This is an optimization exercise on Yosys and OpenROAD, whose aim is small area, a short achievable clock period and few clock cycles per item, not a production implementation.
At most, simulation tests tie the RTL to the original design; equivalence was not proved.
Function not checked in run 2: the RTL went through the layout flow alone.

==> flow/design.v (outline; a module is shown in full before it is edited, if it fits) <==
// module dnn_fa: 11 lines
// module dnn_ha: 9 lines
// module configurable_dnn_accelerator: 2380 lines
module configurable_dnn_accelerator (
    input clk,
    input rst_n,
    input start,
    input load_params,
    input [7:0] param_data,
    input [3:0] param_addr,       
    input param_valid,
    input [7:0] input_data_0,
    input [7:0] input_data_1,
    input [7:0] input_data_2,
    input [7:0] input_data_3,
    output [15:0] output_data_0,
    output [15:0] output_data_1,
    output reg done,
    output reg valid,
    output reg params_loaded
);
  // ...
==> flow/flow/run.sh <==
#!/bin/bash
# Layout: the standard flow (standard.sh, unchanged synthesis, floorplan,
# power grid, placement, CTS and routing), with one change: the port buffers
# that global placement inserts are sky130_fd_sc_hd__buf_2 cells.  Left to
# itself buffer_ports picks clkdlybuf4s50_1, a delay cell, and the timing
# repair (footprint-matched on sky130hd) cannot swap it for a faster buffer.
# Every input and output port still gets its buffer.
set -euo pipefail
export BUFFER_PORTS_ARGS="-buffer_cell sky130_fd_sc_hd__buf_2"
bash standard.sh > standard.log 2>&1
==> flow/standard.sh <==
#!/bin/bash
# synth_recipe.tcl (not shown) runs the flow's synth.tcl, then flattens the netlist and writes it again
# the make line also repeats each setting of config.mk as NAME=value (left out here)
make -C /OpenROAD-flow-scripts/flow DESIGN_CONFIG=/design/flow/config.mk WORK_HOME=/design/flow/orfs CLKGATE_MAP_FILE= SYNTH_SCRIPT=/design/flow/synth_recipe.tcl "${@:-finish}"
==> flow/config.mk <==
export PLATFORM = sky130hd
export DESIGN_NAME = configurable_dnn_accelerator
export DESIGN_NICKNAME = configurable_dnn_accelerator
export VERILOG_FILES = /design/flow/design.v
export SDC_FILE = /design/flow/constraint.sdc
export NUM_CORES = 4
export LEC_CHECK = 0
export ABC_CLOCK_PERIOD_IN_PS = 6000
export CAP_MARGIN = 20
export CORE_MARGIN = 2
export CORE_UTILIZATION = 40
export SETUP_SLACK_MARGIN = 1.0
export SLEW_MARGIN = 20
export SYNTH_HIERARCHICAL = 1
==> flow/constraint.sdc <==
create_clock -name core_clock -period 9.0 [get_ports {clk}]
set_input_delay 1.8000 -clock core_clock [delete_from_list [all_inputs] [get_ports {clk}]]
set_output_delay 1.8000 -clock core_clock [all_outputs]
set_load 0.01 [all_outputs]
==> notes.md, run 1 <==
RUN STATUS
----------------------------------------------------------------------------------
Result of the run                                                     complete, no violations

CLOCKING
----------------------------------------------------------------------------------
Clock Tree Root                                                       sky130_fd_sc_hd__clkbuf_16

STA
----------------------------------------------------------------------------------
Slew HR                                                                     42.66%
Minimum clock period                                                       7991 ps
Min setup slack post-route                                                 1009 ps

ROUTE
----------------------------------------------------------------------------------
Remaining number of nets flagged by the antenna check after routing              0
Detailed-route DRC error count                                                   0

CRITICAL PATH
----------------------------------------------------------------------------------
Type of the worst setup path                                          flop to output pin
CP arrival                                                                 6190 ps
Type of element capturing the critical path                             output pin
Endpoint of the worst-slack reg-to-reg timing path                           h1[3]
Kind of cell adding the most delay to the critical path                adder cells

CELLS AND AREA
----------------------------------------------------------------------------------
Commonest cells after routing, fill and taps aside                    sky130_fd_sc_hd__fa_1, sky130_fd_sc_hd__nand2_1, sky130_fd_sc_hd__edfxtp_1
CLK BUF                                                                         30
Multi-input logic cell count                                                  2717
Final design area excluding fillers                                      42400 µm²
Final standard cell count with taps included and fillers excluded             4536

GLOBAL ROUTE
----------------------------------------------------------------------------------
Grt peak-use layer                                                            met2
Largest net degree at the start of global routing                              125
Met3 GRT Util                                                               5.901%

YOSYS
----------------------------------------------------------------------------------
Most common flop cell mapped by yosys                                 sky130_fd_sc_hd__edfxtp_1
Synth warn                                                                       8
Synthesized flop and latch total                                               257

MIN PATH
----------------------------------------------------------------------------------
Hold Crit Depth                                                                  0

PLACEMENT
----------------------------------------------------------------------------------
IO buf count                                                                    79
Inst Count DP                                                                 4401

DIE
----------------------------------------------------------------------------------
Starting density of the core                                                40.21%

Testbench counts, summed over its fixed seeds: cycles 1,016, inferences 512.
==> run 2, diff against run 1 <==
--- a/flow/design.v
+++ b/flow/design.v
@@ -1629,23 +1629,28 @@
     dnn_fa uacc2_s1501 (.a(acc2_c1432), .b(acc2_s1469), .c(acc2_c1468), .s(acc2_s1501), .co(acc2_c1502));
     wire acc2_s1503, acc2_c1504;
     dnn_fa uacc2_s1503 (.a(acc2_c1436), .b(acc2_s1471), .c(acc2_c1470), .s(acc2_s1503), .co(acc2_c1504));
     wire acc2_s1505, acc2_c1506;
     dnn_fa uacc2_s1505 (.a(acc2_s1473), .b(acc2_c1440), .c(acc2_c1472), .s(acc2_s1505), .co());
     wire [15:0] acc2_ra = {acc2_s1505, acc2_s1503, acc2_s1501, acc2_s1499, acc2_s1497, acc2_c1494, acc2_c1492, acc2_c1490, acc2_c1488, acc2_c1486, acc2_c1484, acc2_c1482, acc2_c1480, acc2_c1478, acc2_c1476, acc2_s1383};
     wire [15:0] acc2_rb = {acc2_c1504, acc2_c1502, acc2_c1500, acc2_c1498, acc2_c1496, acc2_s1495, acc2_s1493, acc2_s1491, acc2_s1489, acc2_s1487, acc2_s1485, acc2_s1483, acc2_s1481, acc2_s1479, acc2_s1477, acc2_s1475};
     wire [15:0] acc2 = ~(acc2_ra + acc2_rb);
-    reg [7:0] h0, h1, h2;
+    wire [7:0] r0 = acc0[15] ? 8'd0 : acc0[14:7];
+    wire [7:0] r1 = acc1[15] ? 8'd0 : acc1[14:7];
+    wire [7:0] r2 = acc2[15] ? 8'd0 : acc2[14:7];
+    reg [7:0] h0, h1, h2, g0, g1, g2;
     always @(posedge clk)
         if (go) begin
-            h0 <= acc0[15] ? 8'd0 : acc0[14:7];
-            h1 <= acc1[15] ? 8'd0 : acc1[14:7];
-            h2 <= acc2[15] ? 8'd0 : acc2[14:7];
+            h0 <= r0; h1 <= r1; h2 <= r2;
+            g0 <= ~r0; g1 <= ~r1; g2 <= ~r2;
         end
+    wire [7:0] hb0 = ~g0;
+    wire [7:0] hb1 = ~g1;
+    wire [7:0] hb2 = ~g2;
     wire out0_s1507, out0_c1508;
     dnn_fa uout0_s1507 (.a(b2n_0[6]), .b(~(h0[6] & w2_0[0])), .c(~(h0[5] & w2_0[1])), .s(out0_s1507), .co(out0_c1508));
     wire out0_s1509, out0_c1510;
     dnn_ha uout0_s1509 (.a(~(h0[4] & w2_0[2])), .b(~(h0[3] & w2_0[3])), .s(out0_s1509), .co(out0_c1510));
     wire out0_s1511, out0_c1512;
     dnn_fa uout0_s1511 (.a(b2n_0[7]), .b(~(h0[7] & w2_0[0])), .c(~(h0[6] & w2_0[1])), .s(out0_s1511), .co(out0_c1512));
     wire out0_s1513, out0_c1514;
     dnn_fa uout0_s1513 (.a(~(h0[5] & w2_0[2])), .b(~(h0[4] & w2_0[3])), .c(~(h0[3] & w2_0[4])), .s(out0_s1513), .co(out0_c1514));
@@ -2014,141 +2019,141 @@
     wire out0_s1877, out0_c1878;
     dnn_fa uout0_s1877 (.a(out0_c1812), .b(out0_s1845), .c(out0_c1844), .s(out0_s1877), .co(out0_c1878));
     wire out0_s1879, out0_c1880;
     dnn_fa uout0_s1879 (.a(out0_s1847), .b(out0_c1816), .c(out0_c1846), .s(out0_s1879), .co());
     wire [15:0] out0_ra = {out0_s1879, out0_s1877, out0_s1875, out0_s1873, out0_c1870, out0_c1868, out0_c1866, out0_c1864, out0_c1862, out0_c1860, out0_c1858, out0_c1856, out0_c1854, out0_c1852, out0_c1850, out0_s1849};
     wire [15:0] out0_rb = {out0_c1878, out0_c1876, out0_c1874, out0_c1872, out0_s1871, out0_s1869, out0_s1867, out0_s1865, out0_s1863, out0_s1861, out0_s1859, out0_s1857, out0_s1855, out0_s1853, out0_s1851, out0_s1817};
     wire [15:0] out0 = ~(out0_ra + out0_rb);
     wire out1_s1881, out1_c1882;
-    dnn_fa uout1_s1881 (.a(b2n_1[6]), .b(~(h0[6] & w2_3[0])), .c(~(h0[5] & w2_3[1])), .s(out1_s1881), .co(out1_c1882));
+    dnn_fa uout1_s1881 (.a(b2n_1[6]), .b(~(hb0[6] & w2_3[0])), .c(~(hb0[5] & w2_3[1])), .s(out1_s1881), .co(out1_c1882));
     wire out1_s1883, out1_c1884;
-    dnn_ha uout1_s1883 (.a(~(h0[4] & w2_3[2])), .b(~(h0[3] & w2_3[3])), .s(out1_s1883), .co(out1_c1884));
+    dnn_ha uout1_s1883 (.a(~(hb0[4] & w2_3[2])), .b(~(hb0[3] & w2_3[3])), .s(out1_s1883), .co(out1_c1884));
     wire out1_s1885, out1_c1886;
-    dnn_fa uout1_s1885 (.a(b2n_1[7]), .b(~(h0[7] & w2_3[0])), .c(~(h0[6] & w2_3[1])), .s(out1_s1885), .co(out1_c1886));
+    dnn_fa uout1_s1885 (.a(b2n_1[7]), .b(~(hb0[7] & w2_3[0])), .c(~(hb0[6] & w2_3[1])), .s(out1_s1885), .co(out1_c1886));
     wire out1_s1887, out1_c1888;
-    dnn_fa uout1_s1887 (.a(~(h0[5] & w2_3[2])), .b(~(h0[4] & w2_3[3])), .c(~(h0[3] & w2_3[4])), .s(out1_s1887), .co(out1_c1888));
+    dnn_fa uout1_s1887 (.a(~(hb0[5] & w2_3[2])), .b(~(hb0[4] & w2_3[3])), .c(~(hb0[3] & w2_3[4])), .s(out1_s1887), .co(out1_c1888));
     wire out1_s1889, out1_c1890;
-    dnn_fa uout1_s1889 (.a(~(h0[2] & w2_3[5])), .b(~(h0[1] & w2_3[6])), .c((h0[0] & w2_3[7])), .s(out1_s1889), .co(out1_c1890));
+    dnn_fa uout1_s1889 (.a(~(hb0[2] & w2_3[5])), .b(~(hb0[1] & w2_3[6])), .c((hb0[0] & w2_3[7])), .s(out1_s1889), .co(out1_c1890));
     wire out1_s1891, out1_c1892;
-    dnn_fa uout1_s1891 (.a(~(h1[7] & w2_4[0])), .b(~(h1[6] & w2_4[1])), .c(~(h1[5] & w2_4[2])), .s(out1_s1891), .co(out1_c1892));
+    dnn_fa uout1_s1891 (.a(~(hb1[7] & w2_4[0])), .b(~(hb1[6] & w2_4[1])), .c(~(hb1[5] & w2_4[2])), .s(out1_s1891), .co(out1_c1892));
     wire out1_s1893, out1_c1894;
-    dnn_fa uout1_s1893 (.a(b2n_1[8]), .b(~(h0[7] & w2_3[1])), .c(~(h0[6] & w2_3[2])), .s(out1_s1893), .co(out1_c1894));
+    dnn_fa uout1_s1893 (.a(b2n_1[8]), .b(~(hb0[7] & w2_3[1])), .c(~(hb0[6] & w2_3[2])), .s(out1_s1893), .co(out1_c1894));
     wire out1_s1895, out1_c1896;
-    dnn_fa uout1_s1895 (.a(~(h0[5] & w2_3[3])), .b(~(h0[4] & w2_3[4])), .c(~(h0[3] & w2_3[5])), .s(out1_s1895), .co(out1_c1896));
+    dnn_fa uout1_s1895 (.a(~(hb0[5] & w2_3[3])), .b(~(hb0[4] & w2_3[4])), .c(~(hb0[3] & w2_3[5])), .s(out1_s1895), .co(out1_c1896));
     wire out1_s1897, out1_c1898;
-    dnn_fa uout1_s1897 (.a(~(h0[2] & w2_3[6])), .b((h0[1] & w2_3[7])), .c(~(h1[7] & w2_4[1])), .s(out1_s1897), .co(out1_c1898));
+    dnn_fa uout1_s1897 (.a(~(hb0[2] & w2_3[6])), .b((hb0[1] & w2_3[7])), .c(~(hb1[7] & w2_4[1])), .s(out1_s1897), .co(out1_c1898));
     wire out1_s1899, out1_c1900;
-    dnn_ha uout1_s1899 (.a(~(h1[6] & w2_4[2])), .b(~(h1[5] & w2_4[3])), .s(out1_s1899), .co(out1_c1900));
+    dnn_ha uout1_s1899 (.a(~(hb1[6] & w2_4[2])), .b(~(hb1[5] & w2_4[3])), .s(out1_s1899), .co(out1_c1900));
     wire out1_s1901, out1_c1902;
-    dnn_fa uout1_s1901 (.a(b2n_1[9]), .b(~(h0[7] & w2_3[2])), .c(~(h0[6] & w2_3[3])), .s(out1_s1901), .co(out1_c1902));
+    dnn_fa uout1_s1901 (.a(b2n_1[9]), .b(~(hb0[7] & w2_3[2])), .c(~(hb0[6] & w2_3[3])), .s(out1_s1901), .co(out1_c1902));
     wire out1_s1903, out1_c1904;
-    dnn_fa uout1_s1903 (.a(~(h0[5] & w2_3[4])), .b(~(h0[4] & w2_3[5])), .c(~(h0[3] & w2_3[6])), .s(out1_s1903), .co(out1_c1904));
+    dnn_fa uout1_s1903 (.a(~(hb0[5] & w2_3[4])), .b(~(hb0[4] & w2_3[5])), .c(~(hb0[3] & w2_3[6])), .s(out1_s1903), .co(out1_c1904));
     wire out1_s1905, out1_c1906;
-    dnn_fa uout1_s1905 (.a(b2n_1[4]), .b(~(h0[4] & w2_3[0])), .c(~(h0[3] & w2_3[1])), .s(out1_s1905), .co(out1_c1906));
+    dnn_fa uout1_s1905 (.a(b2n_1[4]), .b(~(hb0[4] & w2_3[0])), .c(~(hb0[3] & w2_3[1])), .s(out1_s1905), .co(out1_c1906));
     wire out1_s1907, out1_c1908;
-    dnn_ha uout1_s1907 (.a(~(h0[2] & w2_3[2])), .b(~(h0[1] & w2_3[3])), .s(out1_s1907), .co(out1_c1908));
+    dnn_ha uout1_s1907 (.a(~(hb0[2] & w2_3[2])), .b(~(hb0[1] & w2_3[3])), .s(out1_s1907), .co(out1_c1908));
     wire out1_s1909, out1_c1910;
-    dnn_fa uout1_s1909 (.a(b2n_1[5]), .b(~(h0[5] & w2_3[0])), .c(~(h0[4] & w2_3[1])), .s(out1_s1909), .co(out1_c1910));
+    dnn_fa uout1_s1909 (.a(b2n_1[5]), .b(~(hb0[5] & w2_3[0])), .c(~(hb0[4] & w2_3[1])), .s(out1_s1909), .co(out1_c1910));
     wire out1_s1911, out1_c1912;
-    dnn_fa uout1_s1911 (.a(~(h0[3] & w2_3[2])), .b(~(h0[2] & w2_3[3])), .c(~(h0[1] & w2_3[4])), .s(out1_s1911), .co(out1_c1912));
+    dnn_fa uout1_s1911 (.a(~(hb0[3] & w2_3[2])), .b(~(hb0[2] & w2_3[3])), .c(~(hb0[1] & w2_3[4])), .s(out1_s1911), .co(out1_c1912));
     wire out1_s1913, out1_c1914;
-    dnn_fa uout1_s1913 (.a(~(h0[0] & w2_3[5])), .b(~(h1[5] & w2_4[0])), .c(~(h1[4] & w2_4[1])), .s(out1_s1913), .co(out1_c1914));
+    dnn_fa uout1_s1913 (.a(~(hb0[0] & w2_3[5])), .b(~(hb1[5] & w2_4[0])), .c(~(hb1[4] & w2_4[1])), .s(out1_s1913), .co(out1_c1914));
     wire out1_s1915, out1_c1916;
-    dnn_fa uout1_s1915 (.a(~(h1[3] & w2_4[2])), .b(~(h1[2] & w2_4[3])), .c(~(h1[1] & w2_4[4])), .s(out1_s1915), .co(out1_c1916));
+    dnn_fa uout1_s1915 (.a(~(hb1[3] & w2_4[2])), .b(~(hb1[2] & w2_4[3])), .c(~(hb1[1] & w2_4[4])), .s(out1_s1915), .co(out1_c1916));
     wire out1_s1917, out1_c1918;
-    dnn_fa uout1_s1917 (.a(~(h0[2] & w2_3[4])), .b(~(h0[1] & w2_3[5])), .c(~(h0[0] & w2_3[6])), .s(out1_s1917), .co(out1_c1918));
+    dnn_fa uout1_s1917 (.a(~(hb0[2] & w2_3[4])), .b(~(hb0[1] & w2_3[5])), .c(~(hb0[0] & w2_3[6])), .s(out1_s1917), .co(out1_c1918));
     wire out1_s1919, out1_c1920;
-    dnn_fa uout1_s1919 (.a(~(h1[6] & w2_4[0])), .b(~(h1[5] & w2_4[1])), .c(~(h1[4] & w2_4[2])), .s(out1_s1919), .co(out1_c1920));
+    dnn_fa uout1_s1919 (.a(~(hb1[6] & w2_4[0])), .b(~(hb1[5] & w2_4[1])), .c(~(hb1[4] & w2_4[2])), .s(out1_s1919), .co(out1_c1920));
     wire out1_s1921, out1_c1922;
-    dnn_fa uout1_s1921 (.a(~(h1[3] & w2_4[3])), .b(~(h1[2] & w2_4[4])), .c(~(h1[1] & w2_4[5])), .s(out1_s1921), .co(out1_c1922));
+    dnn_fa uout1_s1921 (.a(~(hb1[3] & w2_4[3])), .b(~(hb1[2] & w2_4[4])), .c(~(hb1[1] & w2_4[5])), .s(out1_s1921), .co(out1_c1922));
     wire out1_s1923, out1_c1924;
-    dnn_fa uout1_s1923 (.a(~(h1[0] & w2_4[6])), .b(~(h2[6] & w2_5[0])), .c(~(h2[5] & w2_5[1])), .s(out1_s1923), .co(out1_c1924));
+    dnn_fa uout1_s1923 (.a(~(hb1[0] & w2_4[6])), .b(~(hb2[6] & w2_5[0])), .c(~(hb2[5] & w2_5[1])), .s(out1_s1923), .co(out1_c1924));
     wire out1_s1925, out1_c1926;
-    dnn_fa uout1_s1925 (.a(~(h2[4] & w2_5[2])), .b(~(h2[3] & w2_5[3])), .c(~(h2[2] & w2_5[4])), .s(out1_s1925), .co(out1_c1926));
+    dnn_fa uout1_s1925 (.a(~(hb2[4] & w2_5[2])), .b(~(hb2[3] & w2_5[3])), .c(~(hb2[2] & w2_5[4])), .s(out1_s1925), .co(out1_c1926));
     wire out1_s1927, out1_c1928;
-    dnn_fa uout1_s1927 (.a(~(h1[4] & w2_4[3])), .b(~(h1[3] & w2_4[4])), .c(~(h1[2] & w2_4[5])), .s(out1_s1927), .co(out1_c1928));
+    dnn_fa uout1_s1927 (.a(~(hb1[4] & w2_4[3])), .b(~(hb1[3] & w2_4[4])), .c(~(hb1[2] & w2_4[5])), .s(out1_s1927), .co(out1_c1928));
     wire out1_s1929, out1_c1930;
-    dnn_fa uout1_s1929 (.a(~(h1[1] & w2_4[6])), .b((h1[0] & w2_4[7])), .c(~(h2[7] & w2_5[0])), .s(out1_s1929), .co(out1_c1930));
+    dnn_fa uout1_s1929 (.a(~(hb1[1] & w2_4[6])), .b((hb1[0] & w2_4[7])), .c(~(hb2[7] & w2_5[0])), .s(out1_s1929), .co(out1_c1930));
     wire out1_s1931, out1_c1932;
-    dnn_fa uout1_s1931 (.a(~(h2[6] & w2_5[1])), .b(~(h2[5] & w2_5[2])), .c(~(h2[4] & w2_5[3])), .s(out1_s1931), .co(out1_c1932));
+    dnn_fa uout1_s1931 (.a(~(hb2[6] & w2_5[1])), .b(~(hb2[5] & w2_5[2])), .c(~(hb2[4] & w2_5[3])), .s(out1_s1931), .co(out1_c1932));
     wire out1_s1933, out1_c1934;
-    dnn_fa uout1_s1933 (.a(~(h2[3] & w2_5[4])), .b(~(h2[2] & w2_5[5])), .c(~(h2[1] & w2_5[6])), .s(out1_s1933), .co(out1_c1934));
+    dnn_fa uout1_s1933 (.a(~(hb2[3] & w2_5[4])), .b(~(hb2[2] & w2_5[5])), .c(~(hb2[1] & w2_5[6])), .s(out1_s1933), .co(out1_c1934));
     wire out1_s1935, out1_c1936;
-    dnn_fa uout1_s1935 (.a((h2[0] & w2_5[7])), .b(out1_c1882), .c(out1_c1884), .s(out1_s1935), .co(out1_c1936));
+    dnn_fa uout1_s1935 (.a((hb2[0] & w2_5[7])), .b(out1_c1882), .c(out1_c1884), .s(out1_s1935), .co(out1_c1936));
     wire out1_s1937, out1_c1938;
     dnn_ha uout1_s1937 (.a(out1_s1885), .b(out1_s1887), .s(out1_s1937), .co(out1_c1938));
     wire out1_s1939, out1_c1940;
-    dnn_fa uout1_s1939 (.a(~(h1[4] & w2_4[4])), .b(~(h1[3] & w2_4[5])), .c(~(h1[2] & w2_4[6])), .s(out1_s1939), .co(out1_c1940));
+    dnn_fa uout1_s1939 (.a(~(hb1[4] & w2_4[4])), .b(~(hb1[3] & w2_4[5])), .c(~(hb1[2] & w2_4[6])), .s(out1_s1939), .co(out1_c1940));
     wire out1_s1941, out1_c1942;
-    dnn_fa uout1_s1941 (.a((h1[1] & w2_4[7])), .b(~(h2[7] & w2_5[1])), .c(~(h2[6] & w2_5[2])), .s(out1_s1941), .co(out1_c1942));
+    dnn_fa uout1_s1941 (.a((hb1[1] & w2_4[7])), .b(~(hb2[7] & w2_5[1])), .c(~(hb2[6] & w2_5[2])), .s(out1_s1941), .co(out1_c1942));
     wire out1_s1943, out1_c1944;
-    dnn_fa uout1_s1943 (.a(~(h2[5] & w2_5[3])), .b(~(h2[4] & w2_5[4])), .c(~(h2[3] & w2_5[5])), .s(out1_s1943), .co(out1_c1944));
+    dnn_fa uout1_s1943 (.a(~(hb2[5] & w2_5[3])), .b(~(hb2[4] & w2_5[4])), .c(~(hb2[3] & w2_5[5])), .s(out1_s1943), .co(out1_c1944));
     wire out1_s1945, out1_c1946;
-    dnn_fa uout1_s1945 (.a(~(h2[2] & w2_5[6])), .b((h2[1] & w2_5[7])), .c(out1_c1886), .s(out1_s1945), .co(out1_c1946));
+    dnn_fa uout1_s1945 (.a(~(hb2[2] & w2_5[6])), .b((hb2[1] & w2_5[7])), .c(out1_c1886), .s(out1_s1945), .co(out1_c1946));
     wire out1_s1947, out1_c1948;
     dnn_fa uout1_s1947 (.a(out1_c1888), .b(out1_c1890), .c(out1_c1892), .s(out1_s1947), .co(out1_c1948));
     wire out1_s1949, out1_c1950;
     dnn_fa uout1_s1949 (.a(out1_s1893), .b(out1_s1895), .c(out1_s1897), .s(out1_s1949), .co(out1_c1950));
     wire out1_s1951, out1_c1952;
-    dnn_fa uout1_s1951 (.a((h0[2] & w2_3[7])), .b(~(h1[7] & w2_4[2])), .c(~(h1[6] & w2_4[3])), .s(out1_s1951), .co(out1_c1952));
+    dnn_fa uout1_s1951 (.a((hb0[2] & w2_3[7])), .b(~(hb1[7] & w2_4[2])), .c(~(hb1[6] & w2_4[3])), .s(out1_s1951), .co(out1_c1952));
     wire out1_s1953, out1_c1954;
-    dnn_fa uout1_s1953 (.a(~(h1[5] & w2_4[4])), .b(~(h1[4] & w2_4[5])), .c(~(h1[3] & w2_4[6])), .s(out1_s1953), .co(out1_c1954));
+    dnn_fa uout1_s1953 (.a(~(hb1[5] & w2_4[4])), .b(~(hb1[4] & w2_4[5])), .c(~(hb1[3] & w2_4[6])), .s(out1_s1953), .co(out1_c1954));
     wire out1_s1955, out1_c1956;
-    dnn_fa uout1_s1955 (.a((h1[2] & w2_4[7])), .b(~(h2[7] & w2_5[2])), .c(~(h2[6] & w2_5[3])), .s(out1_s1955), .co(out1_c1956));
+    dnn_fa uout1_s1955 (.a((hb1[2] & w2_4[7])), .b(~(hb2[7] & w2_5[2])), .c(~(hb2[6] & w2_5[3])), .s(out1_s1955), .co(out1_c1956));
     wire out1_s1957, out1_c1958;
-    dnn_fa uout1_s1957 (.a(~(h2[5] & w2_5[4])), .b(~(h2[4] & w2_5[5])), .c(~(h2[3] & w2_5[6])), .s(out1_s1957), .co(out1_c1958));
+    dnn_fa uout1_s1957 (.a(~(hb2[5] & w2_5[4])), .b(~(hb2[4] & w2_5[5])), .c(~(hb2[3] & w2_5[6])), .s(out1_s1957), .co(out1_c1958));
     wire out1_s1959, out1_c1960;
-    dnn_fa uout1_s1959 (.a((h2[2] & w2_5[7])), .b(out1_c1894), .c(out1_c1896), .s(out1_s1959), .co(out1_c1960));
+    dnn_fa uout1_s1959 (.a((hb2[2] & w2_5[7])), .b(out1_c1894), .c(out1_c1896), .s(out1_s1959), .co(out1_c1960));
     wire out1_s1961, out1_c1962;
     dnn_fa uout1_s1961 (.a(out1_c1898), .b(out1_c1900), .c(out1_s1901), .s(out1_s1961), .co(out1_c1962));
     wire out1_s1963, out1_c1964;
-    dnn_fa uout1_s1963 (.a(b2n_1[10]), .b(~(h0[7] & w2_3[3])), .c(~(h0[6] & w2_3[4])), .s(out1_s1963), .co(out1_c1964));
+    dnn_fa uout1_s1963 (.a(b2n_1[10]), .b(~(hb0[7] & w2_3[3])), .c(~(hb0[6] & w2_3[4])), .s(out1_s1963), .co(out1_c1964));
     wire out1_s1965, out1_c1966;
-    dnn_fa uout1_s1965 (.a(~(h0[5] & w2_3[5])), .b(~(h0[4] & w2_3[6])), .c((h0[3] & w2_3[7])), .s(out1_s1965), .co(out1_c1966));
+    dnn_fa uout1_s1965 (.a(~(hb0[5] & w2_3[5])), .b(~(hb0[4] & w2_3[6])), .c((hb0[3] & w2_3[7])), .s(out1_s1965), .co(out1_c1966));
     wire out1_s1967, out1_c1968;
-    dnn_fa uout1_s1967 (.a(~(h1[7] & w2_4[3])), .b(~(h1[6] & w2_4[4])), .c(~(h1[5] & w2_4[5])), .s(out1_s1967), .co(out1_c1968));
+    dnn_fa uout1_s1967 (.a(~(hb1[7] & w2_4[3])), .b(~(hb1[6] & w2_4[4])), .c(~(hb1[5] & w2_4[5])), .s(out1_s1967), .co(out1_c1968));
     wire out1_s1969, out1_c1970;
-    dnn_fa uout1_s1969 (.a(~(h1[4] & w2_4[6])), .b((h1[3] & w2_4[7])), .c(~(h2[7] & w2_5[3])), .s(out1_s1969), .co(out1_c1970));
+    dnn_fa uout1_s1969 (.a(~(hb1[4] & w2_4[6])), .b((hb1[3] & w2_4[7])), .c(~(hb2[7] & w2_5[3])), .s(out1_s1969), .co(out1_c1970));
     wire out1_s1971, out1_c1972;
-    dnn_fa uout1_s1971 (.a(~(h2[6] & w2_5[4])), .b(~(h2[5] & w2_5[5])), .c(~(h2[4] & w2_5[6])), .s(out1_s1971), .co(out1_c1972));
+    dnn_fa uout1_s1971 (.a(~(hb2[6] & w2_5[4])), .b(~(hb2[5] & w2_5[5])), .c(~(hb2[4] & w2_5[6])), .s(out1_s1971), .co(out1_c1972));
     wire out1_s1973, out1_c1974;
-    dnn_ha uout1_s1973 (.a((h2[3] & w2_5[7])), .b(out1_c1902), .s(out1_s1973), .co(out1_c1974));
+    dnn_ha uout1_s1973 (.a((hb2[3] & w2_5[7])), .b(out1_c1902), .s(out1_s1973), .co(out1_c1974));
     wire out1_s1975, out1_c1976;
-    dnn_fa uout1_s1975 (.a(b2n_1[11]), .b(~(h0[7] & w2_3[4])), .c(~(h0[6] & w2_3[5])), .s(out1_s1975), .co(out1_c1976));
+    dnn_fa uout1_s1975 (.a(b2n_1[11]), .b(~(hb0[7] & w2_3[4])), .c(~(hb0[6] & w2_3[5])), .s(out1_s1975), .co(out1_c1976));
     wire out1_s1977, out1_c1978;
-    dnn_fa uout1_s1977 (.a(~(h0[5] & w2_3[6])), .b((h0[4] & w2_3[7])), .c(~(h1[7] & w2_4[4])), .s(out1_s1977), .co(out1_c1978));
+    dnn_fa uout1_s1977 (.a(~(hb0[5] & w2_3[6])), .b((hb0[4] & w2_3[7])), .c(~(hb1[7] & w2_4[4])), .s(out1_s1977), .co(out1_c1978));
     wire out1_s1979, out1_c1980;
-    dnn_fa uout1_s1979 (.a(~(h1[6] & w2_4[5])), .b(~(h1[5] & w2_4[6])), .c((h1[4] & w2_4[7])), .s(out1_s1979), .co(out1_c1980));
+    dnn_fa uout1_s1979 (.a(~(hb1[6] & w2_4[5])), .b(~(hb1[5] & w2_4[6])), .c((hb1[4] & w2_4[7])), .s(out1_s1979), .co(out1_c1980));
     wire out1_s1981, out1_c1982;
-    dnn_ha uout1_s1981 (.a(b2n_1[2]), .b(~(h0[2] & w2_3[0])), .s(out1_s1981), .co(out1_c1982));
+    dnn_ha uout1_s1981 (.a(b2n_1[2]), .b(~(hb0[2] & w2_3[0])), .s(out1_s1981), .co(out1_c1982));
     wire out1_s1983, out1_c1984;
-    dnn_fa uout1_s1983 (.a(b2n_1[3]), .b(~(h0[3] & w2_3[0])), .c(~(h0[2] & w2_3[1])), .s(out1_s1983), .co(out1_c1984));
+    dnn_fa uout1_s1983 (.a(b2n_1[3]), .b(~(hb0[3] & w2_3[0])), .c(~(hb0[2] & w2_3[1])), .s(out1_s1983), .co(out1_c1984));
     wire out1_s1985, out1_c1986;
-    dnn_fa uout1_s1985 (.a(~(h0[1] & w2_3[2])), .b(~(h0[0] & w2_3[3])), .c(~(h1[3] & w2_4[0])), .s(out1_s1985), .co(out1_c1986));
+    dnn_fa uout1_s1985 (.a(~(hb0[1] & w2_3[2])), .b(~(hb0[0] & w2_3[3])), .c(~(hb1[3] & w2_4[0])), .s(out1_s1985), .co(out1_c1986));
     wire out1_s1987, out1_c1988;
-    dnn_ha uout1_s1987 (.a(~(h1[2] & w2_4[1])), .b(~(h1[1] & w2_4[2])), .s(out1_s1987), .co(out1_c1988));
+    dnn_ha uout1_s1987 (.a(~(hb1[2] & w2_4[1])), .b(~(hb1[1] & w2_4[2])), .s(out1_s1987), .co(out1_c1988));
     wire out1_s1989, out1_c1990;
-    dnn_fa uout1_s1989 (.a(~(h0[0] & w2_3[4])), .b(~(h1[4] & w2_4[0])), .c(~(h1[3] & w2_4[1])), .s(out1_s1989), .co(out1_c1990));
+    dnn_fa uout1_s1989 (.a(~(hb0[0] & w2_3[4])), .b(~(hb1[4] & w2_4[0])), .c(~(hb1[3] & w2_4[1])), .s(out1_s1989), .co(out1_c1990));
     wire out1_s1991, out1_c1992;
-    dnn_fa uout1_s1991 (.a(~(h1[2] & w2_4[2])), .b(~(h1[1] & w2_4[3])), .c(~(h1[0] & w2_4[4])), .s(out1_s1991), .co(out1_c1992));
+    dnn_fa uout1_s1991 (.a(~(hb1[2] & w2_4[2])), .b(~(hb1[1] & w2_4[3])), .c(~(hb1[0] & w2_4[4])), .s(out1_s1991), .co(out1_c1992));
     wire out1_s1993, out1_c1994;
-    dnn_fa uout1_s1993 (.a(~(h2[4] & w2_5[0])), .b(~(h2[3] & w2_5[1])), .c(~(h2[2] & w2_5[2])), .s(out1_s1993), .co(out1_c1994));
+    dnn_fa uout1_s1993 (.a(~(hb2[4] & w2_5[0])), .b(~(hb2[3] & w2_5[1])), .c(~(hb2[2] & w2_5[2])), .s(out1_s1993), .co(out1_c1994));
     wire out1_s1995, out1_c1996;
-    dnn_ha uout1_s1995 (.a(~(h2[1] & w2_5[3])), .b(~(h2[0] & w2_5[4])), .s(out1_s1995), .co(out1_c1996));
+    dnn_ha uout1_s1995 (.a(~(hb2[1] & w2_5[3])), .b(~(hb2[0] & w2_5[4])), .s(out1_s1995), .co(out1_c1996));
     wire out1_s1997, out1_c1998;
-    dnn_fa uout1_s1997 (.a(~(h1[0] & w2_4[5])), .b(~(h2[5] & w2_5[0])), .c(~(h2[4] & w2_5[1])), .s(out1_s1997), .co(out1_c1998));
+    dnn_fa uout1_s1997 (.a(~(hb1[0] & w2_4[5])), .b(~(hb2[5] & w2_5[0])), .c(~(hb2[4] & w2_5[1])), .s(out1_s1997), .co(out1_c1998));
     wire out1_s1999, out1_c2000;
-    dnn_fa uout1_s1999 (.a(~(h2[3] & w2_5[2])), .b(~(h2[2] & w2_5[3])), .c(~(h2[1] & w2_5[4])), .s(out1_s1999), .co(out1_c2000));
+    dnn_fa uout1_s1999 (.a(~(hb2[3] & w2_5[2])), .b(~(hb2[2] & w2_5[3])), .c(~(hb2[1] & w2_5[4])), .s(out1_s1999), .co(out1_c2000));
     wire out1_s2001, out1_c2002;
-    dnn_fa uout1_s2001 (.a(~(h2[0] & w2_5[5])), .b(out1_c1906), .c(out1_c1908), .s(out1_s2001), .co(out1_c2002));
+    dnn_fa uout1_s2001 (.a(~(hb2[0] & w2_5[5])), .b(out1_c1906), .c(out1_c1908), .s(out1_s2001), .co(out1_c2002));
     wire out1_s2003, out1_c2004;
     dnn_fa uout1_s2003 (.a(out1_s1909), .b(out1_s1911), .c(out1_s1913), .s(out1_s2003), .co(out1_c2004));
     wire out1_s2005, out1_c2006;
-    dnn_fa uout1_s2005 (.a(~(h2[1] & w2_5[5])), .b(~(h2[0] & w2_5[6])), .c(out1_c1910), .s(out1_s2005), .co(out1_c2006));
+    dnn_fa uout1_s2005 (.a(~(hb2[1] & w2_5[5])), .b(~(hb2[0] & w2_5[6])), .c(out1_c1910), .s(out1_s2005), .co(out1_c2006));
     wire out1_s2007, out1_c2008;
     dnn_fa uout1_s2007 (.a(out1_c1912), .b(out1_c1914), .c(out1_c1916), .s(out1_s2007), .co(out1_c2008));
     wire out1_s2009, out1_c2010;
     dnn_fa uout1_s2009 (.a(out1_s1917), .b(out1_s1919), .c(out1_s1921), .s(out1_s2009), .co(out1_c2010));
     wire out1_s2011, out1_c2012;
     dnn_fa uout1_s2011 (.a(out1_s1923), .b(out1_s1925), .c(out1_s1881), .s(out1_s2011), .co(out1_c2012));
     wire out1_s2013, out1_c2014;
     dnn_fa uout1_s2013 (.a(out1_c1918), .b(out1_c1920), .c(out1_c1922), .s(out1_s2013), .co(out1_c2014));
@@ -2178,43 +2183,43 @@
     dnn_fa uout1_s2037 (.a(out1_c1904), .b(out1_c1952), .c(out1_c1954), .s(out1_s2037), .co(out1_c2038));
     wire out1_s2039, out1_c2040;
     dnn_fa uout1_s2039 (.a(out1_c1956), .b(out1_c1958), .c(out1_s1963), .s(out1_s2039), .co(out1_c2040));
     wire out1_s2041, out1_c2042;
     dnn_fa uout1_s2041 (.a(out1_s1965), .b(out1_s1967), .c(out1_s1969), .s(out1_s2041), .co(out1_c2042));
     wire out1_s2043, out1_c2044;
     dnn_fa uout1_s2043 (.a(out1_s1971), .b(out1_c1960), .c(out1_c1962), .s(out1_s2043), .co(out1_c2044));
     wire out1_s2045, out1_c2046;
-    dnn_fa uout1_s2045 (.a(~(h2[7] & w2_5[4])), .b(~(h2[6] & w2_5[5])), .c(~(h2[5] & w2_5[6])), .s(out1_s2045), .co(out1_c2046));
+    dnn_fa uout1_s2045 (.a(~(hb2[7] & w2_5[4])), .b(~(hb2[6] & w2_5[5])), .c(~(hb2[5] & w2_5[6])), .s(out1_s2045), .co(out1_c2046));
     wire out1_s2047, out1_c2048;
-    dnn_fa uout1_s2047 (.a((h2[4] & w2_5[7])), .b(out1_c1964), .c(out1_c1966), .s(out1_s2047), .co(out1_c2048));
+    dnn_fa uout1_s2047 (.a((hb2[4] & w2_5[7])), .b(out1_c1964), .c(out1_c1966), .s(out1_s2047), .co(out1_c2048));
     wire out1_s2049, out1_c2050;
     dnn_fa uout1_s2049 (.a(out1_c1968), .b(out1_c1970), .c(out1_c1972), .s(out1_s2049), .co(out1_c2050));
     wire out1_s2051, out1_c2052;
     dnn_fa uout1_s2051 (.a(out1_s1975), .b(out1_s1977), .c(out1_s1979), .s(out1_s2051), .co(out1_c2052));
     wire out1_s2053, out1_c2054;
-    dnn_fa uout1_s2053 (.a(b2n_1[12]), .b(~(h0[7] & w2_3[5])), .c(~(h0[6] & w2_3[6])), .s(out1_s2053), .co(out1_c2054));
+    dnn_fa uout1_s2053 (.a(b2n_1[12]), .b(~(hb0[7] & w2_3[5])), .c(~(hb0[6] & w2_3[6])), .s(out1_s2053), .co(out1_c2054));
     wire out1_s2055, out1_c2056;
-    dnn_fa uout1_s2055 (.a((h0[5] & w2_3[7])), .b(~(h1[7] & w2_4[5])), .c(~(h1[6] & w2_4[6])), .s(out1_s2055), .co(out1_c2056));
+    dnn_fa uout1_s2055 (.a((hb0[5] & w2_3[7])), .b(~(hb1[7] & w2_4[5])), .c(~(hb1[6] & w2_4[6])), .s(out1_s2055), .co(out1_c2056));
     wire out1_s2057, out1_c2058;
-    dnn_fa uout1_s2057 (.a((h1[5] & w2_4[7])), .b(~(h2[7] & w2_5[5])), .c(~(h2[6] & w2_5[6])), .s(out1_s2057), .co(out1_c2058));
+    dnn_fa uout1_s2057 (.a((hb1[5] & w2_4[7])), .b(~(hb2[7] & w2_5[5])), .c(~(hb2[6] & w2_5[6])), .s(out1_s2057), .co(out1_c2058));
     wire out1_s2059, out1_c2060;
-    dnn_fa uout1_s2059 (.a((h2[5] & w2_5[7])), .b(out1_c1976), .c(out1_c1978), .s(out1_s2059), .co(out1_c2060));
+    dnn_fa uout1_s2059 (.a((hb2[5] & w2_5[7])), .b(out1_c1976), .c(out1_c1978), .s(out1_s2059), .co(out1_c2060));
     wire out1_s2061, out1_c2062;
-    dnn_fa uout1_s2061 (.a(b2n_1[13]), .b(~(h0[7] & w2_3[6])), .c((h0[6] & w2_3[7])), .s(out1_s2061), .co(out1_c2062));
+    dnn_fa uout1_s2061 (.a(b2n_1[13]), .b(~(hb0[7] & w2_3[6])), .c((hb0[6] & w2_3[7])), .s(out1_s2061), .co(out1_c2062));
     wire out1_s2063, out1_c2064;
-    dnn_ha uout1_s2063 (.a(b2n_1[1]), .b(~(h0[1] & w2_3[0])), .s(out1_s2063), .co(out1_c2064));
+    dnn_ha uout1_s2063 (.a(b2n_1[1]), .b(~(hb0[1] & w2_3[0])), .s(out1_s2063), .co(out1_c2064));
     wire out1_s2065, out1_c2066;
-    dnn_fa uout1_s2065 (.a(~(h0[1] & w2_3[1])), .b(~(h0[0] & w2_3[2])), .c(~(h1[2] & w2_4[0])), .s(out1_s2065), .co(out1_c2066));
+    dnn_fa uout1_s2065 (.a(~(hb0[1] & w2_3[1])), .b(~(hb0[0] & w2_3[2])), .c(~(hb1[2] & w2_4[0])), .s(out1_s2065), .co(out1_c2066));
     wire out1_s2067, out1_c2068;
-    dnn_fa uout1_s2067 (.a(~(h1[1] & w2_4[1])), .b(~(h1[0] & w2_4[2])), .c(~(h2[2] & w2_5[0])), .s(out1_s2067), .co(out1_c2068));
+    dnn_fa uout1_s2067 (.a(~(hb1[1] & w2_4[1])), .b(~(hb1[0] & w2_4[2])), .c(~(hb2[2] & w2_5[0])), .s(out1_s2067), .co(out1_c2068));
     wire out1_s2069, out1_c2070;
-    dnn_fa uout1_s2069 (.a(~(h1[0] & w2_4[3])), .b(~(h2[3] & w2_5[0])), .c(~(h2[2] & w2_5[1])), .s(out1_s2069), .co(out1_c2070));
+    dnn_fa uout1_s2069 (.a(~(hb1[0] & w2_4[3])), .b(~(hb2[3] & w2_5[0])), .c(~(hb2[2] & w2_5[1])), .s(out1_s2069), .co(out1_c2070));
     wire out1_s2071, out1_c2072;
-    dnn_fa uout1_s2071 (.a(~(h2[1] & w2_5[2])), .b(~(h2[0] & w2_5[3])), .c(out1_c1982), .s(out1_s2071), .co(out1_c2072));
+    dnn_fa uout1_s2071 (.a(~(hb2[1] & w2_5[2])), .b(~(hb2[0] & w2_5[3])), .c(out1_c1982), .s(out1_s2071), .co(out1_c2072));
     wire out1_s2073, out1_c2074;
     dnn_ha uout1_s2073 (.a(out1_s1983), .b(out1_s1985), .s(out1_s2073), .co(out1_c2074));
     wire out1_s2075, out1_c2076;
     dnn_fa uout1_s2075 (.a(out1_c1984), .b(out1_c1986), .c(out1_c1988), .s(out1_s2075), .co(out1_c2076));
     wire out1_s2077, out1_c2078;
     dnn_fa uout1_s2077 (.a(out1_s1989), .b(out1_s1991), .c(out1_s1993), .s(out1_s2077), .co(out1_c2078));
     wire out1_s2079, out1_c2080;
     dnn_fa uout1_s2079 (.a(out1_s1995), .b(out1_s1905), .c(out1_s1907), .s(out1_s2079), .co(out1_c2080));
@@ -2262,27 +2267,27 @@
     dnn_fa uout1_s2121 (.a(out1_s2049), .b(out1_s2051), .c(out1_c2044), .s(out1_s2121), .co(out1_c2122));
     wire out1_s2123, out1_c2124;
     dnn_fa uout1_s2123 (.a(out1_c1980), .b(out1_c2046), .c(out1_s2053), .s(out1_s2123), .co(out1_c2124));
     wire out1_s2125, out1_c2126;
     dnn_fa uout1_s2125 (.a(out1_s2055), .b(out1_s2057), .c(out1_c2048), .s(out1_s2125), .co(out1_c2126));
     wire out1_s2127, out1_c2128;
     dnn_fa uout1_s2127 (.a(out1_c2050), .b(out1_c2052), .c(out1_s2059), .s(out1_s2127), .co(out1_c2128));
     wire out1_s2129, out1_c2130;
-    dnn_fa uout1_s2129 (.a(~(h1[7] & w2_4[6])), .b((h1[6] & w2_4[7])), .c(~(h2[7] & w2_5[6])), .s(out1_s2129), .co(out1_c2130));
+    dnn_fa uout1_s2129 (.a(~(hb1[7] & w2_4[6])), .b((hb1[6] & w2_4[7])), .c(~(hb2[7] & w2_5[6])), .s(out1_s2129), .co(out1_c2130));
     wire out1_s2131, out1_c2132;
-    dnn_fa uout1_s2131 (.a((h2[6] & w2_5[7])), .b(out1_c2054), .c(out1_c2056), .s(out1_s2131), .co(out1_c2132));
+    dnn_fa uout1_s2131 (.a((hb2[6] & w2_5[7])), .b(out1_c2054), .c(out1_c2056), .s(out1_s2131), .co(out1_c2132));
     wire out1_s2133, out1_c2134;
     dnn_fa uout1_s2133 (.a(out1_c2058), .b(out1_s2061), .c(out1_c2060), .s(out1_s2133), .co(out1_c2134));
     wire out1_s2135, out1_c2136;
-    dnn_fa uout1_s2135 (.a(b2n_1[14]), .b((h0[7] & w2_3[7])), .c((h1[7] & w2_4[7])), .s(out1_s2135), .co(out1_c2136));
+    dnn_fa uout1_s2135 (.a(b2n_1[14]), .b((hb0[7] & w2_3[7])), .c((hb1[7] & w2_4[7])), .s(out1_s2135), .co(out1_c2136));
     wire out1_s2137, out1_c2138;
-    dnn_fa uout1_s2137 (.a(~(h0[0] & w2_3[1])), .b(~(h1[1] & w2_4[0])), .c(~(h1[0] & w2_4[1])), .s(out1_s2137), .co(out1_c2138));
+    dnn_fa uout1_s2137 (.a(~(hb0[0] & w2_3[1])), .b(~(hb1[1] & w2_4[0])), .c(~(hb1[0] & w2_4[1])), .s(out1_s2137), .co(out1_c2138));
     wire out1_s2139, out1_c2140;
-    dnn_fa uout1_s2139 (.a(~(h2[1] & w2_5[1])), .b(~(h2[0] & w2_5[2])), .c(out1_c2064), .s(out1_s2139), .co(out1_c2140));
+    dnn_fa uout1_s2139 (.a(~(hb2[1] & w2_5[1])), .b(~(hb2[0] & w2_5[2])), .c(out1_c2064), .s(out1_s2139), .co(out1_c2140));
     wire out1_s2141, out1_c2142;
     dnn_ha uout1_s2141 (.a(out1_s2065), .b(out1_s2067), .s(out1_s2141), .co(out1_c2142));
     wire out1_s2143, out1_c2144;
     dnn_fa uout1_s2143 (.a(out1_c2066), .b(out1_c2068), .c(out1_s2069), .s(out1_s2143), .co(out1_c2144));
     wire out1_s2145, out1_c2146;
     dnn_fa uout1_s2145 (.a(out1_s1987), .b(out1_s2071), .c(out1_s2073), .s(out1_s2145), .co(out1_c2146));
     wire out1_s2147, out1_c2148;
     dnn_fa uout1_s2147 (.a(out1_c2070), .b(out1_c2072), .c(out1_c2074), .s(out1_s2147), .co(out1_c2148));
@@ -2320,23 +2325,23 @@
     dnn_fa uout1_s2179 (.a(out1_s2123), .b(out1_c2118), .c(out1_s2125), .s(out1_s2179), .co(out1_c2180));
     wire out1_s2181, out1_c2182;
     dnn_fa uout1_s2181 (.a(out1_c2120), .b(out1_s2127), .c(out1_c2122), .s(out1_s2181), .co(out1_c2182));
     wire out1_s2183, out1_c2184;
     dnn_fa uout1_s2183 (.a(out1_s2129), .b(out1_c2124), .c(out1_s2131), .s(out1_s2183), .co(out1_c2184));
     wire out1_s2185, out1_c2186;
     dnn_fa uout1_s2185 (.a(out1_c2126), .b(out1_s2133), .c(out1_c2128), .s(out1_s2185), .co(out1_c2186));
     wire out1_s2187, out1_c2188;
-    dnn_fa uout1_s2187 (.a((h2[7] & w2_5[7])), .b(out1_c2062), .c(out1_c2130), .s(out1_s2187), .co(out1_c2188));
+    dnn_fa uout1_s2187 (.a((hb2[7] & w2_5[7])), .b(out1_c2062), .c(out1_c2130), .s(out1_s2187), .co(out1_c2188));
     wire out1_s2189, out1_c2190;
     dnn_fa uout1_s2189 (.a(out1_s2135), .b(out1_c2132), .c(out1_c2134), .s(out1_s2189), .co(out1_c2190));
     wire out1_s2191, out1_c2192;
-    dnn_ha uout1_s2191 (.a(b2n_1[0]), .b(~(h0[0] & w2_3[0])), .s(out1_s2191), .co(out1_c2192));
+    dnn_ha uout1_s2191 (.a(b2n_1[0]), .b(~(hb0[0] & w2_3[0])), .s(out1_s2191), .co(out1_c2192));
     wire out1_s2193, out1_c2194;
-    dnn_fa uout1_s2193 (.a(~(h2[1] & w2_5[0])), .b(~(h2[0] & w2_5[1])), .c(out1_s2137), .s(out1_s2193), .co(out1_c2194));
+    dnn_fa uout1_s2193 (.a(~(hb2[1] & w2_5[0])), .b(~(hb2[0] & w2_5[1])), .c(out1_s2137), .s(out1_s2193), .co(out1_c2194));
     wire out1_s2195, out1_c2196;
     dnn_fa uout1_s2195 (.a(out1_c2138), .b(out1_s1981), .c(out1_s2139), .s(out1_s2195), .co(out1_c2196));
     wire out1_s2197, out1_c2198;
     dnn_fa uout1_s2197 (.a(out1_c2140), .b(out1_c2142), .c(out1_s2143), .s(out1_s2197), .co(out1_c2198));
     wire out1_s2199, out1_c2200;
     dnn_fa uout1_s2199 (.a(out1_c2144), .b(out1_s2147), .c(out1_c2146), .s(out1_s2199), .co(out1_c2200));
     wire out1_s2201, out1_c2202;
     dnn_fa uout1_s2201 (.a(out1_c2148), .b(out1_s2151), .c(out1_c2150), .s(out1_s2201), .co(out1_c2202));
@@ -2356,17 +2361,17 @@
     dnn_fa uout1_s2215 (.a(out1_c2176), .b(out1_s2179), .c(out1_s2181), .s(out1_s2215), .co(out1_c2216));
     wire out1_s2217, out1_c2218;
     dnn_fa uout1_s2217 (.a(out1_s2183), .b(out1_c2180), .c(out1_s2185), .s(out1_s2217), .co(out1_c2218));
     wire out1_s2219, out1_c2220;
     dnn_fa uout1_s2219 (.a(out1_s2187), .b(out1_c2184), .c(out1_s2189), .s(out1_s2219), .co(out1_c2220));
     wire out1_s2221, out1_c2222;
     dnn_fa uout1_s2221 (.a(b2n_1[15]), .b(out1_c2136), .c(out1_c2188), .s(out1_s2221), .co());
     wire out1_s2223, out1_c2224;
-    dnn_ha uout1_s2223 (.a(~(h1[0] & w2_4[0])), .b(~(h2[0] & w2_5[0])), .s(out1_s2223), .co(out1_c2224));
+    dnn_ha uout1_s2223 (.a(~(hb1[0] & w2_4[0])), .b(~(hb2[0] & w2_5[0])), .s(out1_s2223), .co(out1_c2224));
     wire out1_s2225, out1_c2226;
     dnn_fa uout1_s2225 (.a(out1_c2192), .b(out1_s2063), .c(out1_s2193), .s(out1_s2225), .co(out1_c2226));
     wire out1_s2227, out1_c2228;
     dnn_fa uout1_s2227 (.a(out1_c2194), .b(out1_s2141), .c(out1_s2195), .s(out1_s2227), .co(out1_c2228));
     wire out1_s2229, out1_c2230;
     dnn_fa uout1_s2229 (.a(out1_c2196), .b(out1_s2197), .c(out1_s2145), .s(out1_s2229), .co(out1_c2230));
     wire out1_s2231, out1_c2232;
     dnn_fa uout1_s2231 (.a(out1_c2198), .b(out1_s2149), .c(out1_s2199), .s(out1_s2231), .co(out1_c2232));
==> flow/flow/run.sh (replaced) <==
#!/bin/bash
# Layout: the standard flow (standard.sh, unchanged synthesis, floorplan,
# power grid, placement, CTS and routing), with one change: the port buffers
# that global placement inserts are sky130_fd_sc_hd__buf_4 cells.  Left to
# itself buffer_ports picks clkdlybuf4s50_1, a delay cell, and the timing
# repair (footprint-matched on sky130hd) cannot swap it for a faster buffer.
# Every input and output port still gets its buffer.
set -euo pipefail
export BUFFER_PORTS_ARGS="-buffer_cell sky130_fd_sc_hd__buf_4"
bash standard.sh > standard.log 2>&1
--- a/flow/config.mk
+++ b/flow/config.mk
@@ -4,11 +4,11 @@
 export VERILOG_FILES = /design/flow/design.v
 export SDC_FILE = /design/flow/constraint.sdc
 export NUM_CORES = 4
 export LEC_CHECK = 0
 export ABC_CLOCK_PERIOD_IN_PS = 6000
 export CAP_MARGIN = 20
 export CORE_MARGIN = 2
 export CORE_UTILIZATION = 40
-export SETUP_SLACK_MARGIN = 1.0
+export SETUP_SLACK_MARGIN = 1.5
 export SLEW_MARGIN = 20
 export SYNTH_HIERARCHICAL = 1
==> run 2 against run 1 <==
Effect of this change:
- via count is 2.5% higher
- design area grew 4.7%
- still clean on timing, DRC and antenna
- hold slack got worse by 13 ps
==> notes.md, run 2 <==
CRITICAL PATH
------------------------------------------------------------------------------------
CP max FO                                                                          4   unchanged
Endpoint of the worst-slack reg-to-reg timing path                             g2[3]   was h1[3]
Crit path top cell by count                                             sky130_fd_sc_hd__fa_1   unchanged
Depth of the critical timing path with buffers and inverters included             17   was 18
Worst setup slack for register-to-register paths                             2490 ps   was 2580 ps
Kind of cell adding the most delay to the critical path                  adder cells   unchanged
R2R Path Start                                                               p[8][0]   was p[5][5]
Total buffers and inverters traversed by the critical path                         1   was 3
CP arrival                                                                   6240 ps   was 6190 ps
Highest-delay cell along the critical path                              sky130_fd_sc_hd__edfxtp_1   was sky130_fd_sc_hd__fa_1
Cell-by-cell trace of the critical path                                 nand2_1, fa_2, fa_2, fa_1, fa_1, fa_2, fa_1, fa_1, ha_4, a21o_1, a21o_1, a21oi_2, o21a_1, a31oi_4, or4_1, nand3_2, buf_4   was buf_4, buf_6, nand2_1, fa_2, fa_1, fa_1, fa_1, fa_2, fa_1, fa_1, ha_4, and3_4, nor2b_2, a2111oi_4, o31ai_2, a21oi_2, xnor2_2, buf_2
Cell depth of the worst flop-to-flop path                                         18   was 14
Launch point of the critical path                                              h0[2]   was h0[1]
CP max stage delay                                                            560 ps   was 540 ps
Critical Path Sink                                                      output_data_0[15]   was output_data_1[15]
Required time of the critical path                                           7200 ps   about the same
Type of element capturing the critical path                               output pin   unchanged
Type of the worst setup path                                            flop to output pin   unchanged
Nature of the critical path startpoint                                          flop   unchanged

CLOCKING
------------------------------------------------------------------------------------
H-Tree Depth                                                                       1   unchanged
Buffer depth of the longest clock path                                             3   unchanged
CTS Buf Count                                                                     31   was 29
Worst-Skew Late Latency                                                       640 ps   was 620 ps
Register clock-pin slew on the reported worst setup and hold paths             80 ps   was 60 ps
TritonCTS clock tree                                                            done   unchanged
Hold-fix buffer count after cts                                                    0   unchanged
Number of clock sinks                                                            281   was 257
Clock Tree Root                                                         sky130_fd_sc_hd__clkbuf_16   unchanged

YOSYS
------------------------------------------------------------------------------------
Top-area cell type share of the netlist area                                  53.01%   was 54.97%
Synth top area cells                                                    sky130_fd_sc_hd__fa_1, sky130_fd_sc_hd__edfxtp_1, sky130_fd_sc_hd__nand2_1   unchanged
Synthesized flop and latch total                                                 281   was 257
Sequential cell area fraction in the yosys report                             20.92%   was 19.83%
Summed instance area of the synthesized netlist                            40140 µm²   was 38710 µm²
Most common flop cell mapped by yosys                                   sky130_fd_sc_hd__edfxtp_1   unchanged
Synth warn                                                                         8   unchanged
Most repeated cell in the gate-level netlist after synthesis            sky130_fd_sc_hd__fa_1   unchanged
Cell type contributing the most total cell area after synthesis         sky130_fd_sc_hd__fa_1   unchanged
Post-synth cell types                                                             65   was 62
Synthesized instance count                                                      3301   was 3214
Number of enable flip-flop cells after synthesis                                 273   was 249
Asr flop ratio synth                                                          2.847%   was 3.113%
Post-Syn Nets                                                                   4562   was 4475
Commonest cells post-synth                                              sky130_fd_sc_hd__fa_1, sky130_fd_sc_hd__nand2_1, sky130_fd_sc_hd__edfxtp_1   unchanged
Avg Synthesized Cell Area                                                  12.16 µm²   was 12.05 µm²

PLACEMENT
------------------------------------------------------------------------------------
Dpl cell area                                                              41650 µm²   was 40290 µm²
IO buf count                                                                      79   unchanged
Final weighted congestion in routability-driven placement                     0.9447   was 0.9220
Estimated wirelength of the detail-placed design                            87.85 mm   was 87.86 mm
Setup WS pre-CTS                                                            873.4 ps   was 985.5 ps

STA
------------------------------------------------------------------------------------
Final setup vio count                                                              0   unchanged
Setup repair after global routing missed its margin                             true   unchanged
Slew HR                                                                       42.48%   was 42.66%
Final Cycle Share                                                             89.28%   was 88.79%
Minimum clock period                                                         8035 ps   was 7991 ps
Measured slew at the worst slew-check pin                                   862.8 ps   was 860.2 ps
Total negative slack for setup checks                                           0 ps   unchanged
Min setup slack post-route                                                  965.0 ps   was 1009 ps
Total count of max-transition violations in the final report                       0   unchanged
Clock skew                                                                  23.35 ps   was 42.38 ps
F_max                                                                     0.1245 GHz   was 0.1251 GHz
Number of hold violations in the final report                                      0   unchanged

GLOBAL ROUTE
------------------------------------------------------------------------------------
Overall track demand over capacity in global routing                          23.59%   was 24.30%
Via count of the first global-routing pass                                    28.82k   was 28.33k
Global-route wire length before repair                                      181.2 mm   was 177.4 mm
Largest net degree at the start of global routing                                146   was 125
Final global-route overflow total                                                  0   unchanged
Initial antenna violation count                                                    2   was 3

ROUTE
------------------------------------------------------------------------------------
Starting DRC count in detailed routing                                          2533   was 2610
TritonRoute pass-1 iters                                                           6   was 5
Remaining number of nets flagged by the antenna check after routing                0   unchanged
Average routed wire per standard cell                                       25.10 µm   was 25.45 µm
Detailed-route DRC error count                                                     0   unchanged
Average via count per standard cell                                            5.553   was 5.554
Total vias in the final route                                                 25.83k   was 25.20k
Final WL                                                                    116.8 mm   was 115.4 mm

CELLS AND AREA
------------------------------------------------------------------------------------
Area added between synthesis and finish                                       10.61%   was 9.515%
Layout cell share with drive strength beyond 1                                11.54%   was 10.44%
Multi-input gate area in the final layout                                  31490 µm²   was 30470 µm²
Count of filler cells inserted in the layout                                    9097   was 8868
Register containing the most flip-flops in the final layout                        p   unchanged
Commonest cells after routing, fill and taps aside                      sky130_fd_sc_hd__fa_1, sky130_fd_sc_hd__nand2_1, sky130_fd_sc_hd__edfxtp_1   unchanged
Final layout net count                                                          4590   was 4494
Sequential cell area                                                        8398 µm²   was 7677 µm²
Fraction of the core area covered by cells at the end of the flow             44.47%   was 44.04%
Final design area excluding fillers                                        44400 µm²   was 42400 µm²
Most common cell after layout, fill and taps aside                      sky130_fd_sc_hd__fa_1   unchanged
Number of flip-flops in the largest register                                     224   unchanged

DIE
------------------------------------------------------------------------------------
Starting density of the core                                                  40.20%   was 40.21%
Number of I/O pins                                                                84   unchanged
Die footprint                                                             102900 µm²   was 99290 µm²
Number of cell rows                                                              116   was 114
Die Width                                                                   320.8 µm   was 315.1 µm
Floorplan core area                                                        99860 µm²   was 96280 µm²
Chip Height                                                                 320.8 µm   was 315.1 µm

RUN STATUS
------------------------------------------------------------------------------------
Result of the run                                                       complete, no violations   unchanged

FLOW RUN
------------------------------------------------------------------------------------
Max-capacitance violation count                                                    0   unchanged

MIN PATH
------------------------------------------------------------------------------------
Classification of the worst-slack hold path                             flop to flop   unchanged

-- run 2: cell types whose count changed in the layout (fill, tap and decap cells not counted), sizes merged, moves of 17 or more --
cell and delta:
nand2 -159, nor3 +17, or2 +21, and2 -27
nor2 +24, nand2b +164, nor2b +23, edfxtp +24
-- run 2: layer usage --
metal  wire, µm  vias to the layer above  global-route usage [%]
met5          0                        -                       0
met2      56680                     1302                   38.19
met3      11720                      161                   5.553
met4       2831                        0                   5.410
li1           -                    10500                       -
met1      45530                    13870                   32.45
-- run 2: worst min path at each step --
stage              from        to  slack [ps]  cells past startpoint
6_report       p[24][0]  p[23][0]         470                      0
5_1_grt        p[22][0]  p[21][0]         480                      0
4_1_cts        p[24][0]  p[23][0]         480                      0
3_5_place_dp   p[22][0]  p[21][0]         460                      0
3_3_place_gp   p[22][0]  p[21][0]         460                      0
2_1_floorplan   p[1][0]   p[0][0]         420                      0
-- run 2: logic make-up after synthesis --
kind of cell / count (synthesis) / share of synthesized area [%]
AOI/OAI and AO/OA: 161 / 2.740
muxes: 3 / 0.08104
DFF: 281 / 20.92
buffers and inverters: 237 / 2.263
xor gates and xnor gates: 52 / 1.135
and+or+nand+nor: 1355 / 15.20
adders and majority gates: 1212 / 57.66
-- run 2: layout make-up --
class / count / area share, %
multi-input combinational: 2783 / 70.91
sequential: 281 / 18.91
timing repair buffer: 200 / 3.827
tap: 1298 / 3.658
clock buffer: 35 / 1.781
clock inverter: 22 / 0.6087
inverter: 32 / 0.2931
antenna: 1 / 0.005636
-- run 2: modules after synthesis, one instance, submodules excluded --
module,cell area [µm²],flops+latches
configurable_dnn_accelerator,18090,281
dnn_fa,20.02,0
dnn_ha,12.51,0
-- run 2: timing repair --
item / 4_1_cts / 5_1_grt
buffers inserted: 94 / 20
resized for setup: 97 / 88
endpoints found under the setup margin: 17 / 34
pin swaps: 46 / 46
-- run 2: through the flow --
| step | instances | hold WS, ps |
|---|---|---|
| floorplan | 3301 | 424.4 |
| global placement | 4480 | 459.1 |
| detailed placement | 4480 | 459.7 |
| CTS | 4631 | 478.4 |
| global route | 4651 | 482.7 |
| finish | 4652 | 474.8 |

==> afterwards: timing with drivers on the ports <==
In the flow no input, the clock included, has a driving cell. The finished layouts below were timed again as built, in two steps.
Step 1: set_driving_cell puts a clkbuf_16 on clk and a buf_2 on each other input, an assumption about the parent block.
Step 2 moves the port delays by t, midway between the first and last clock arrival at a register: inputs arrive t later, outputs are due t later. That takes back most of the time a late clock gives input paths.
Three values: ideal ports, drivers, drivers and shift; two values: the first two.
run	t, ns	slack for setup (ns)	worst setup path after step 2
run 1	0.667	1.009 / 0.943 / 0.830	input to register
run 2	0.697	0.965 / 0.896 / 0.991	input to register
After both steps setup and hold are still met in every run listed. The setup slack of run 1, which loses most, moves by -0.066 ns with the drivers and by -0.179 ns with both steps.
